Background: an optimization exercise with open tools, aiming at small area. Do not read the settings as production practice.
The RTL was checked by simulation tests, not by an equivalence proof against the original design.
The clock input has no modelled driver; a real chip could not lean on it and would need a root buffer or a full tree.

==> job 7237 <==
==> flow/design.v (excerpt) <==
module uart_tx_rx(
input clk,
input rst,  
input start,
input [7:0] txin,
output tx,
input rx,
output [7:0] rxout,
output rxdone, txdone
);
reg [3:0] m_q;    
reg [3:0] c_q;    
reg [7:0] d;      
wire [3:0] m = m_q ^ 4'd8;
wire [3:0] c = c_q ^ 4'd1;
wire cidle = c[3] & ~c[1] & c[0];           
wire idle  = cidle & m[0];                  
wire go    = idle & start;
wire m9    = m[3] & m[0];
wire m10   = m[3] & m[1];
wire inc   = go | m10;                     
wire mset  = cidle | rst;
wire bitDone = m9 & ~(c[3] & (c[1] ^ c[0]));  
wire [3:0] m_n, c_n;
assign m_n[0] = mset | ~(m[0] | m10);
assign m_n[1] = ~mset & ~m10 & (m[1] ^ m[0]);
assign m_n[2] = ~mset & (m[2] ^ (m[1] & m[0]));
assign m_n[3] = mset | (m[3] & ~m[1]) | (m[2] & m[1] & m[0]);
assign c_n[0] = rst | (c[0] ^ inc);
assign c_n[1] = ~rst & (c[1] ^ (inc & c[0]));
assign c_n[2] = ~rst & (c[2] ^ (inc & c[1] & c[0] & ~c[3]));
assign c_n[3] = rst | (c[3] ^ (inc & c[1] & c[0] & (c[2] | c[3])));
always @(posedge clk) begin
    m_q <= m_n ^ 4'd8;
    c_q <= c_n ^ 4'd1;
end
always @(posedge clk)
    if (cidle) d <= txin;
assign tx = c[3] ? ~(c[1] & (c[0] | m[1])) : d[c[2:0]];
assign txdone = m9 & c[3] & ~c[1] & ~c[0];   
reg [2:0] rc_q;   
reg [3:0] ri_q;   
reg [7:0] rd;
wire [2:0] rc = rc_q ^ 3'd0;
wire [3:0] ri = ri_q ^ 4'd4;
wire ri9   = ri[3] & ri[0];
wire ri10  = ri[3] & ri[1];
wire ridle = rc[2] & rc[1] & rc[0];
wire recv  = rc[2] & rc[1] & ~rc[0];
wire samp  = rc[2] & ~rc[1] & rc[0];
reg [2:0] rc_n;
always @(*) begin
    if (rst)
        rc_n = 3'd7;
    else if (ridle)
        rc_n = rx ? 3'd7 : 3'd0;
    else if (recv)
        rc_n = ri10 ? 3'd7 : (bitDone ? 3'd0 : 3'd6);
    else
        rc_n = rc + 3'd1;
end
wire rinc = recv & bitDone & ~ri10;
wire [3:0] ri_n;
assign ri_n[0] = ~ridle & (ri[0] ^ rinc);
assign ri_n[1] = ~ridle & (ri[1] ^ (rinc & ri[0]));
assign ri_n[2] = ~ridle & (ri[2] ^ (rinc & ri[1] & ri[0]));
assign ri_n[3] = ~ridle & (ri[3] ^ (rinc & ri[2] & ri[1] & ri[0]));
always @(posedge clk) begin
    rc_q <= rc_n ^ 3'd0;
    ri_q <= ri_n ^ 4'd4;
end
always @(posedge clk)
    if (samp & ~ri9) rd <= {rx, rd[7:1]};
assign rxout = rd;
  ...
==> module uart_tx_rx, before the edit <==
module uart_tx_rx(
input clk,
input rst,  
input start,
input [7:0] txin,
output tx,
input rx,
output [7:0] rxout,
output rxdone, txdone
);
reg [3:0] m_q;    
reg [3:0] c_q;    
reg [7:0] d;      
wire [3:0] m = m_q ^ 4'd8;
wire [3:0] c = c_q ^ 4'd1;
wire cidle = c[3] & ~c[1] & c[0];           
wire idle  = cidle & m[0];                  
wire go    = idle & start;
wire m9    = m[3] & m[0];
wire m10   = m[3] & m[1];
wire inc   = go | m10;                     
wire mset  = cidle | rst;
wire bitDone = m9 & ~(c[3] & (c[1] ^ c[0]));  
wire [3:0] m_n, c_n;
assign m_n[0] = mset | ~(m[0] | m10);
assign m_n[1] = ~mset & ~m10 & (m[1] ^ m[0]);
assign m_n[2] = ~mset & (m[2] ^ (m[1] & m[0]));
assign m_n[3] = mset | (m[3] & ~m[1]) | (m[2] & m[1] & m[0]);
assign c_n[0] = rst | (c[0] ^ inc);
assign c_n[1] = ~rst & (c[1] ^ (inc & c[0]));
assign c_n[2] = ~rst & (c[2] ^ (inc & c[1] & c[0] & ~c[3]));
assign c_n[3] = rst | (c[3] ^ (inc & c[1] & c[0] & (c[2] | c[3])));
always @(posedge clk) begin
    m_q <= m_n ^ 4'd8;
    c_q <= c_n ^ 4'd1;
end
always @(posedge clk)
    if (cidle) d <= txin;
assign tx = c[3] ? ~(c[1] & (c[0] | m[1])) : d[c[2:0]];
assign txdone = m9 & c[3] & ~c[1] & ~c[0];   
reg [2:0] rc_q;   
reg [3:0] ri_q;   
reg [7:0] rd;
wire [2:0] rc = rc_q ^ 3'd0;
wire [3:0] ri = ri_q ^ 4'd4;
wire ri9   = ri[3] & ri[0];
wire ri10  = ri[3] & ri[1];
wire ridle = rc[2] & rc[1] & rc[0];
wire recv  = rc[2] & rc[1] & ~rc[0];
wire samp  = rc[2] & ~rc[1] & rc[0];
reg [2:0] rc_n;
always @(*) begin
    if (rst)
        rc_n = 3'd7;
    else if (ridle)
        rc_n = rx ? 3'd7 : 3'd0;
    else if (recv)
        rc_n = ri10 ? 3'd7 : (bitDone ? 3'd0 : 3'd6);
    else
        rc_n = rc + 3'd1;
end
wire rinc = recv & bitDone & ~ri10;
wire [3:0] ri_n;
assign ri_n[0] = ~ridle & (ri[0] ^ rinc);
assign ri_n[1] = ~ridle & (ri[1] ^ (rinc & ri[0]));
assign ri_n[2] = ~ridle & (ri[2] ^ (rinc & ri[1] & ri[0]));
assign ri_n[3] = ~ridle & (ri[3] ^ (rinc & ri[2] & ri[1] & ri[0]));
always @(posedge clk) begin
    rc_q <= rc_n ^ 3'd0;
    ri_q <= ri_n ^ 4'd4;
end
always @(posedge clk)
    if (samp & ~ri9) rd <= {rx, rd[7:1]};
assign rxout = rd;
assign rxdone = ri9 & bitDone;
endmodule
clock: 10.0 ns
lec_check: 0
cap_margin: 20
core_margin: 2
core_utilization: 35
place_density: 0.6
slew_margin: 20
standard.sh (not shown) runs the stock make flow with config.mk's settings and CLKGATE_MAP_FILE= SYNTH_SCRIPT=/design/flow/synth_recipe.tcl, a recipe that flattens the netlist after the stock synthesis.
==> flow/flow/run.sh <==
#!/bin/bash
# The standard layout (standard.sh) with these changes, all for cell area:
#  - synthesis: flow/synth.tcl (no adder cells; ABC with the best of the area scripts flow/abc*.script)
#  - ports buffered with buf_1
#  - clock: CTS_HOOK_N buffers of type CTS_HOOK_CELL instead of TritonCTS's tree (flow/cts_hook.tcl)
set -euo pipefail
here=$(pwd)
export FLOW_ABC_DIR=$here/flow
export CTS_HOOK_CELL=${CTS_HOOK_CELL:-clkbuf_4} CTS_HOOK_N=${CTS_HOOK_N:-3}
bash standard.sh \
  "SYNTH_SCRIPT=$here/flow/synth.tcl" \
  "BUFFER_PORTS_ARGS=-buffer_cell sky130_fd_sc_hd__buf_1" \
  "PRE_CTS_TCL=$here/flow/cts_hook.tcl" \
  finish > standard.log 2>&1
==> flow/flow/abc1.script <==
strash
dch
amap
==> flow/flow/abc10.script <==
strash
dch
amap
strash
dch
amap
==> flow/flow/abc2.script <==
strash
dch -f
amap
==> flow/flow/abc3.script <==
strash
dch
amap
strash
dch -f
amap
==> flow/flow/abc4.script <==
strash
rewrite -z
refactor -z
dch
amap
==> flow/flow/abc5.script <==
strash
dch
map -a
topo
dnsize
==> flow/flow/abc6.script <==
strash
ifraig
dch -f
amap
==> flow/flow/abc7.script <==
strash
dch
map -a
strash
dch
map -a
strash
dch
map -a
==> flow/flow/abc8.script <==
strash
dc2
dch
amap
==> flow/flow/abc9.script <==
&get -n
&st
&synch2
&nf -R 1000
&put
==> flow/flow/cts_hook.tcl <==
# Clock tree: CTS_HOOK_N clock buffers of type CTS_HOOK_CELL, each driving the
# clock pins of one group of registers (grouped by x position) and placed at
# that group's centre; the clock port drives only the buffers. TritonCTS is
# not run.
set blk [ord::get_db_block]
set master [[ord::get_db] findMaster sky130_fd_sc_hd__$::env(CTS_HOOK_CELL)]
set nbuf $::env(CTS_HOOK_N)
set clknet [$blk findNet clk]
set sinks {}
foreach it [$clknet getITerms] {
  set bb [[$it getInst] getBBox]
  lappend sinks [list [expr {([$bb xMin] + [$bb xMax]) / 2}] [expr {([$bb yMin] + [$bb yMax]) / 2}] $it]
}
set sinks [lsort -integer -index 0 $sinks]
set total [llength $sinks]
$clknet setSigType CLOCK
for {set g 0} {$g < $nbuf} {incr g} {
  set lo [expr {$g * $total / $nbuf}]
  set hi [expr {($g + 1) * $total / $nbuf - 1}]
  set inst [odb::dbInst_create $blk $master clkbuf_root_$g]
  set net [odb::dbNet_create $blk clk_root_$g]
  $net setSigType CLOCK
  set sx 0; set sy 0; set k 0
  foreach s [lrange $sinks $lo $hi] {
    incr sx [lindex $s 0]; incr sy [lindex $s 1]; incr k
    set it [lindex $s 2]
    $it disconnect
    $it connect $net
  }
  $inst setLocation [expr {$sx / $k}] [expr {$sy / $k}]
  $inst setPlacementStatus PLACED
  [$inst findITerm A] connect $clknet
  [$inst findITerm X] connect $net
  puts "cts_hook: clkbuf_root_$g drives $k clock pins"
}
rename clock_tree_synthesis orfs_clock_tree_synthesis_unused
proc clock_tree_synthesis {args} { set_propagated_clock [all_clocks] }
==> flow/flow/synth.tcl <==
# The standard flow's synthesis script (synth_recipe.tcl) with two changes for area:
# no half/full adder extraction (the adder cells are large for these small
# counters), and the mapping ABC run is done with each of the area scripts
# flow/abc*.script in turn, keeping the one that gives the smallest area.
proc synth {args} { yosys synth -nofsm -noshare {*}$args }
proc extract_fa {args} { puts "extract_fa skipped" }
proc abc {args} {
  set i [lsearch $args -script]
  set liberty [lindex $args [expr {[lsearch $args -liberty] + 1}]]
  set scripts [lsort [glob $::env(FLOW_ABC_DIR)/abc*.script]]
  yosys design -save before_abc
  set best_area 1e30
  set best_script ""
  foreach s $scripts {
    yosys design -load before_abc
    yosys abc {*}[lreplace $args $i [expr {$i + 1}] -script $s]
    yosys tee -q -o $::env(RESULTS_DIR)/abc_try.txt stat -liberty $liberty
    set f [open $::env(RESULTS_DIR)/abc_try.txt]
    set txt [read $f]
    close $f
    regexp {Chip area for module '[^']*': ([0-9.]+)} $txt -> area
    puts "abc try: $s area $area"
    if {$area < $best_area - 0.001} { set best_area $area; set best_script $s }
  }
  puts "abc best: $best_script area $best_area"
  yosys design -load before_abc
  yosys abc {*}[lreplace $args $i [expr {$i + 1}] -script $best_script]
}
source $::env(SCRIPTS_DIR)/synth.tcl
# left out here: clear keep_hierarchy, flatten, clean up, hide names made inside functions, write 1_2_yosys.v
==> job 6632: changes against job 7237 <==
--- a/flow/design.v
+++ b/flow/design.v
@@ -13,19 +13,17 @@
 reg [3:0] c_q;    
 reg [7:0] d;      
-wire [3:0] m = m_q ^ 4'd8;
+wire [3:0] m = m_q ^ 4'd0;
 wire [3:0] c = c_q ^ 4'd1;
 wire cidle = c[3] & ~c[1] & c[0];           
 wire idle  = cidle & m[0];                  
 wire go    = idle & start;
-wire m9    = m[3] & m[0];
-wire m10   = m[3] & m[1];
+wire m9    = (~m[1] & ~m[2]);
+wire m10   = (~m[2] & ~m[3]);
 wire inc   = go | m10;                     
 wire mset  = cidle | rst;
 wire bitDone = m9 & ~(c[3] & (c[1] ^ c[0]));  
-wire [3:0] m_n, c_n;
-assign m_n[0] = mset | ~(m[0] | m10);
-assign m_n[1] = ~mset & ~m10 & (m[1] ^ m[0]);
-assign m_n[2] = ~mset & (m[2] ^ (m[1] & m[0]));
-assign m_n[3] = mset | (m[3] & ~m[1]) | (m[2] & m[1] & m[0]);
+wire mf = (~m[0] & ~m[1]) | (~m[2] & m[3]) | (m[2] & ~m[3]);
+wire [3:0] m_n = mset ? 4'd9 : {m[2:0], mf};
+wire [3:0] c_n;
 assign c_n[0] = rst | (c[0] ^ inc);
 assign c_n[1] = ~rst & (c[1] ^ (inc & c[0]));
@@ -33,5 +31,5 @@
 assign c_n[3] = rst | (c[3] ^ (inc & c[1] & c[0] & (c[2] | c[3])));
 always @(posedge clk) begin
-    m_q <= m_n ^ 4'd8;
+    m_q <= m_n ^ 4'd0;
     c_q <= c_n ^ 4'd1;
 end
@@ -44,5 +42,5 @@
 reg [7:0] rd;
 wire [2:0] rc = rc_q ^ 3'd0;
-wire [3:0] ri = ri_q ^ 4'd4;
+wire [3:0] ri = ri_q ^ 4'd12;
 wire ri9   = ri[3] & ri[0];
 wire ri10  = ri[3] & ri[1];
@@ -69,5 +67,5 @@
 always @(posedge clk) begin
     rc_q <= rc_n ^ 3'd0;
-    ri_q <= ri_n ^ 4'd4;
+    ri_q <= ri_n ^ 4'd12;
 end
 always @(posedge clk)
--- a/flow/config.mk
+++ b/flow/config.mk
@@ -8,5 +8,6 @@
 export CAP_MARGIN = 20
 export CORE_MARGIN = 2
-export CORE_UTILIZATION = 35
-export PLACE_DENSITY = 0.6
+export CORE_UTILIZATION = 40
+export GPL_TIMING_DRIVEN = 0
+export PLACE_DENSITY = 0.9
 export SLEW_MARGIN = 20
==> job 8734: changes against job 7237 <==
==> flow/design.v (replaced) <==
`timescale 1ns / 1ps
module uart_tx_rx(
input clk,
input rst,  
input start,
input [7:0] txin,
output tx,
input rx,
output [7:0] rxout,
output rxdone, txdone
);
reg [3:0] m_q;    
reg [3:0] c_q;    
reg [7:0] d;      
wire [3:0] m = m_q ^ 4'd3;
wire [3:0] c = c_q ^ 4'd4;
wire idle = c[3] & c[2] & ~c[1];            
wire cend = c[3] & ~c[2] & c[0];            
wire go   = idle & start;
wire m9   = m[3] & m[0];
wire m10  = m[3] & m[1];
wire inc  = idle ? start : m10;
wire bitDone = m9 & (~(c[3] & c[2]) | (c[1] & c[0]));  
wire [3:0] m_n, c_n;
assign m_n[0] = go | ~(m[0] | m10);
assign m_n[1] = ~go & ~m10 & (m[1] ^ m[0]);
assign m_n[2] = ~go & (m[2] ^ (m[1] & m[0]));
assign m_n[3] = go | (m[3] & ~m[1]) | (m[2] & m[1] & m[0]);
assign c_n[0] = rst | (c[0] ^ inc);
assign c_n[1] = ~rst & (c[1] ^ (inc & c[0]));
assign c_n[2] = rst | cend | (c[2] ^ (inc & c[1] & c[0]));
assign c_n[3] = rst | (c[3] ^ (inc & c[2] & c[1] & c[0]));
always @(posedge clk) begin
    m_q <= m_n ^ 4'd3;
    c_q <= c_n ^ 4'd4;
end
always @(posedge clk)
    if (idle) d <= txin;
assign tx = c[3] ? ~(c[2] & c[1] & (c[0] | m[1])) : d[c[2:0]];
assign txdone = m9 & c[3] & ~c[2] & ~c[0];   
reg [2:0] rc_q;   
reg [3:0] ri_q;   
reg [7:0] rd;
wire [2:0] rc = rc_q ^ 3'd4;
wire [3:0] ri = ri_q ^ 4'd6;
wire ri9   = ri[3] & ri[0];
wire ri10  = ri[3] & ri[1];
wire ridle = rc[2] & rc[1] & rc[0];
wire recv  = rc[2] & rc[1] & ~rc[0];
wire samp  = rc[2] & ~rc[1] & rc[0];
reg [2:0] rc_n;
always @(*) begin
    if (rst)
        rc_n = 3'd7;
    else if (ridle)
        rc_n = rx ? 3'd7 : 3'd0;
    else if (recv)
        rc_n = ri10 ? 3'd7 : (bitDone ? 3'd0 : 3'd6);
    else
        rc_n = rc + 3'd1;
end
wire rinc = recv & bitDone & ~ri10;
wire [3:0] ri_n;
assign ri_n[0] = ~ridle & (ri[0] ^ rinc);
assign ri_n[1] = ~ridle & (ri[1] ^ (rinc & ri[0]));
assign ri_n[2] = ~ridle & (ri[2] ^ (rinc & ri[1] & ri[0]));
assign ri_n[3] = ~ridle & (ri[3] ^ (rinc & ri[2] & ri[1] & ri[0]));
always @(posedge clk) begin
    rc_q <= rc_n ^ 3'd4;
    ri_q <= ri_n ^ 4'd6;
end
always @(posedge clk)
    if (samp & ~ri9) rd <= {rx, rd[7:1]};
assign rxout = rd;
assign rxdone = ri9 & bitDone;
endmodule
==> flow/flow/run.sh (replaced) <==
#!/bin/bash
# The standard layout (standard.sh) with these changes, all for cell area:
#  - synthesis: flow/synth.tcl (no adder cells, ABC area script flow/abc.script)
#  - ports buffered with buf_1
#  - clock: CTS_HOOK_N buffers of type CTS_HOOK_CELL instead of TritonCTS's tree (flow/cts_hook.tcl)
set -euo pipefail
here=$(pwd)
export FLOW_ABC_SCRIPT=$here/flow/abc.script
export CTS_HOOK_CELL=${CTS_HOOK_CELL:-clkbuf_16} CTS_HOOK_N=${CTS_HOOK_N:-1}
bash standard.sh \
  "SYNTH_SCRIPT=$here/flow/synth.tcl" \
  "BUFFER_PORTS_ARGS=-buffer_cell sky130_fd_sc_hd__buf_1" \
  "PRE_CTS_TCL=$here/flow/cts_hook.tcl" \
  finish > standard.log 2>&1
==> flow/flow/abc.script (new file) <==
strash
dch
amap
==> flow/flow/synth.tcl (replaced) <==
# The standard flow's synthesis script (synth_recipe.tcl) with two changes for area:
# no half/full adder extraction (the adder cells are large for these
# small counters) and ABC run with the area script in flow/abc.script.
proc synth {args} { yosys synth -nofsm -noshare {*}$args }
proc extract_fa {args} { puts "extract_fa skipped" }
proc abc {args} {
  set i [lsearch $args -script]
  set args [lreplace $args $i [expr {$i+1}] -script $::env(FLOW_ABC_SCRIPT)]
  yosys abc {*}$args
}
source $::env(SCRIPTS_DIR)/synth.tcl
# left out here: clear keep_hierarchy, flatten, clean up, hide names made inside functions, write 1_2_yosys.v
--- a/flow/config.mk
+++ b/flow/config.mk
@@ -9,4 +9,3 @@
 export CORE_MARGIN = 2
 export CORE_UTILIZATION = 35
-export PLACE_DENSITY = 0.6
 export SLEW_MARGIN = 20
removed: flow/flow/abc1.script
removed: flow/flow/abc10.script
removed: flow/flow/abc2.script
removed: flow/flow/abc3.script
removed: flow/flow/abc4.script
removed: flow/flow/abc5.script
removed: flow/flow/abc6.script
removed: flow/flow/abc7.script
removed: flow/flow/abc8.script
removed: flow/flow/abc9.script
==> results_dict.tcl <==
set metrics [dict create \
    multi_input_area_share_pct 23.78 \
    p_sw_share_pct 35.44 \
    slew_headroom_pct 48.23 \
    pg_clk_w 0.0000440 \
    instances_no_fill 150 \
    grt_start_max_net_pins 12 \
    wl_per_cell_um 14.13 \
    dp_cells 147 \
    gr-usage-met3_pct 1.382 \
    multi_input_area_um2 297.8 \
    clock_power_share_pct 12.0 \
    final_nets 133 \
    status "complete, no violations" \
    gr-usage-met2_pct 25.42 \
]
the above is filed under job 6632

==> results_dict.tcl <==
set metrics [dict create \
    final_nets 138 \
    multi_input_area_share_pct 23.71 \
    instances_no_fill 168 \
    multi_input_area_um2 304.0 \
    slew_headroom_pct 48.71 \
    status "complete, no violations" \
    grt_start_max_net_pins 12 \
    gr-usage-met2_pct 17.51 \
    clock_power_share_pct 12.9 \
    p_sw_share_pct 34.12 \
    rsz0062_at_grt "no" \
    gr-usage-met3_pct 1.279 \
]
the above is filed under job 7237

==> results_dict.tcl <==
set metrics [dict create \
    clock_power_share_pct 12.2 \
    final_nets 145 \
    p_sw_share_pct 35.67 \
    gr-usage-met3_pct 1.261 \
    status "complete, no violations" \
    wl_per_cell_um 11.00 \
    grt_start_max_net_pins 32 \
    slew_headroom_pct 49.15 \
    dp_cells 174 \
    instances_no_fill 175 \
    gr-usage-met2_pct 17.29 \
    multi_input_area_um2 335.3 \
    pg_clk_w 0.0000464 \
    multi_input_area_share_pct 25.40 \
]
the above is filed under job 8734

In every run of this note, the design's own scripts or RTL, not TritonCTS, make the clock network.

==> re-timing with driven ports <==
Ports are ideal in the flow. The routed layouts listed here were re-timed in OpenROAD.
Step 1: set_driving_cell puts a clkbuf_16 on clk and a buf_2 on each other input, an assumption about the parent block.
Step 2 moves the port delays by t, midway between the first and last clock arrival at a register: inputs arrive t later, outputs are due t later. That takes back most of the time a late clock gives input paths.
a / b / c = ideal / step 1 / step 2; a / b = the first two.
run | t, ns | setup WS [ns] | cell pins on the clock port's net
job 7237 | 0.195 | 6.370 / 6.337 / 6.532 | 3
job 6632 | 0.194 | 6.328 / 6.295 / 6.489 | 3
job 8734 | 0.191 | 6.381 / 6.352 / 6.542 | 1
After both steps every run listed still meets setup and hold.
